What follows belongs to an exercise in optimizing a design on an open flow for small area and a short achievable clock period; a production flow would make more cautious choices.
Function was checked by simulation only, so behaviour that the tests miss may differ from the original.

==> flow/design.v (excerpt) <==
module DCT(clk,rst_n,ena,done,
  data_in0,data_in1,data_in2,data_in3,data_in4,data_in5,data_in6,data_in7,
  data_out0,data_out1,data_out2,data_out3,data_out4,data_out5,data_out6,data_out7);
input clk,rst_n,ena;
input signed [8:0] data_in0,data_in1,data_in2,data_in3,data_in4,data_in5,data_in6,data_in7;
output signed [18:0] data_out0,data_out1,data_out2,data_out3,data_out4,data_out5,data_out6,data_out7;
output done;
reg [2:0] vld;
always @(posedge clk or negedge rst_n)
  if (!rst_n) vld <= 0;
  else vld <= {vld[1:0], ena};
assign done = vld[2];
wire [8:0] x0 = data_in0, x1 = data_in1, x2 = data_in2, x3 = data_in3;
wire [8:0] x4 = data_in4, x5 = data_in5, x6 = data_in6, x7 = data_in7;
wire s1, c2;
dct_ha us1 (.a(x0[0]), .b(x7[0]), .s(s1), .co(c2));
wire s3, c4;
dct_ha us3 (.a(x0[1]), .b(x7[1]), .s(s3), .co(c4));
wire s5, c6;
dct_ha us5 (.a(x0[2]), .b(x7[2]), .s(s5), .co(c6));
wire s7, c8;
dct_ha us7 (.a(x0[3]), .b(x7[3]), .s(s7), .co(c8));
wire s9, c10;
dct_ha us9 (.a(x0[4]), .b(x7[4]), .s(s9), .co(c10));
wire s11, c12;
dct_ha us11 (.a(x0[5]), .b(x7[5]), .s(s11), .co(c12));
wire s13, c14;
dct_ha us13 (.a(x0[6]), .b(x7[6]), .s(s13), .co(c14));
wire s15, c16;
dct_ha us15 (.a(x0[7]), .b(x7[7]), .s(s15), .co(c16));
wire s17, c18;
  ...
clock: 4.5 ns
lec_check: 0
cap_margin: 20
core_margin: 2
core_utilization: 40
cts_cluster_diameter: 70
cts_cluster_size: 30
setup_slack_margin: 1.75
slew_margin: 20
synth_hierarchical: 1
synth_minimum_keep_size: 0
tns_end_percent: 30
standard.sh (not shown) runs the stock make flow with config.mk's settings and CLKGATE_MAP_FILE= SYNTH_SCRIPT=/design/flow/synth_recipe.tcl, a recipe that flattens the netlist after the stock synthesis.
==> flow/flow/run.sh <==
#!/bin/bash
# The standard layout, with plain buf_1 cells as the input/output port buffers
# (the standard flow picks a larger delay-buffer cell for them).
set -euo pipefail
export BUFFER_PORTS_ARGS="-buffer_cell sky130_fd_sc_hd__buf_1"
bash standard.sh > standard.log 2>&1
The first run produced a clean layout.
Edit:
--- a/flow/config.mk
+++ b/flow/config.mk
@@ -11,7 +11,6 @@
 export CTS_CLUSTER_DIAMETER = 70
 export CTS_CLUSTER_SIZE = 30
-export SETUP_SLACK_MARGIN = 1.75
+export SETUP_SLACK_MARGIN = 1.5
 export SLEW_MARGIN = 20
 export SYNTH_HIERARCHICAL = 1
 export SYNTH_MINIMUM_KEEP_SIZE = 0
-export TNS_END_PERCENT = 30
The changed run ran to the end with no violations.
Synthesized cell count stays the same.
Setup slack gets worse by 0.10 ns.
Area after synthesis is unchanged.
Fmax fell by 3.5%.
Clock skew rose by 0.011 ns.
Final cell count fell by 0.48%.
Flip-flop and latch count is unchanged.
Edit:
--- a/flow/config.mk
+++ b/flow/config.mk
@@ -11,6 +11,7 @@
 export CTS_CLUSTER_DIAMETER = 70
 export CTS_CLUSTER_SIZE = 30
-export SETUP_SLACK_MARGIN = 1.5
+export SETUP_SLACK_MARGIN = 2.0
 export SLEW_MARGIN = 20
 export SYNTH_HIERARCHICAL = 1
 export SYNTH_MINIMUM_KEEP_SIZE = 0
+export TNS_END_PERCENT = 30
Synthesized area does not change.
Edit:
--- a/flow/config.mk
+++ b/flow/config.mk
@@ -11,7 +11,7 @@
 export CTS_CLUSTER_DIAMETER = 70
 export CTS_CLUSTER_SIZE = 30
-export SETUP_SLACK_MARGIN = 2.0
+export PLACE_DENSITY = 0.7
+export SETUP_SLACK_MARGIN = 1.75
 export SLEW_MARGIN = 20
 export SYNTH_HIERARCHICAL = 1
 export SYNTH_MINIMUM_KEEP_SIZE = 0
-export TNS_END_PERCENT = 30
Outcome: Routed wire length came out lower by about 1.3%. Clock-buffer cell count came out lower by 9.
Edit:
--- a/flow/config.mk
+++ b/flow/config.mk
@@ -9,7 +9,6 @@
 export CORE_MARGIN = 2
 export CORE_UTILIZATION = 40
-export CTS_CLUSTER_DIAMETER = 70
-export CTS_CLUSTER_SIZE = 30
-export PLACE_DENSITY = 0.7
+export CTS_CLUSTER_DIAMETER = 60
+export CTS_CLUSTER_SIZE = 25
 export SETUP_SLACK_MARGIN = 1.75
 export SLEW_MARGIN = 20
Outcome: Final cell count came out higher by 0.41%; core utilization is higher by 0.50 points; cell area rises by 1.1%; wire length goes up by 0.51%.

==> port drivers added, routing unchanged <==
How much do the figures lean on ideal ports? The routed layouts below were timed once more, with nothing changed but the port constraints.
Step 1: set_driving_cell puts a clkbuf_16 on clk and a buf_2 on each other input, an assumption about the parent block.
Step 2 adds t to the input delays and takes it off the output delays; t is the mean of the earliest and latest rising clock arrival at the registers after step 1. Input paths then give back, and output paths get back, about the clock's delay inside the block.
a / b / c = ideal / step 1 / step 2; a / b = the first two.
run | shift t [ns] | slack for setup (ns) | worst setup path at the end
the first run | 0.653 | 1.706 / 1.706 / 1.604 | input to register
the second run | 0.659 | 1.605 / 1.605 / 1.534 | input to register
the third run | 0.616 | 1.703 / 1.703 / 1.550 | input to register
the fourth run | 0.639 | 1.660 / 1.660 / 1.555 | input to register
the fifth run | 0.611 | 1.686 / 1.686 / 1.572 | input to register
After both steps setup and hold are still met in every run listed. The setup slack of the third run, which loses most, moves by 0.000 ns with the drivers and by -0.153 ns with both steps.
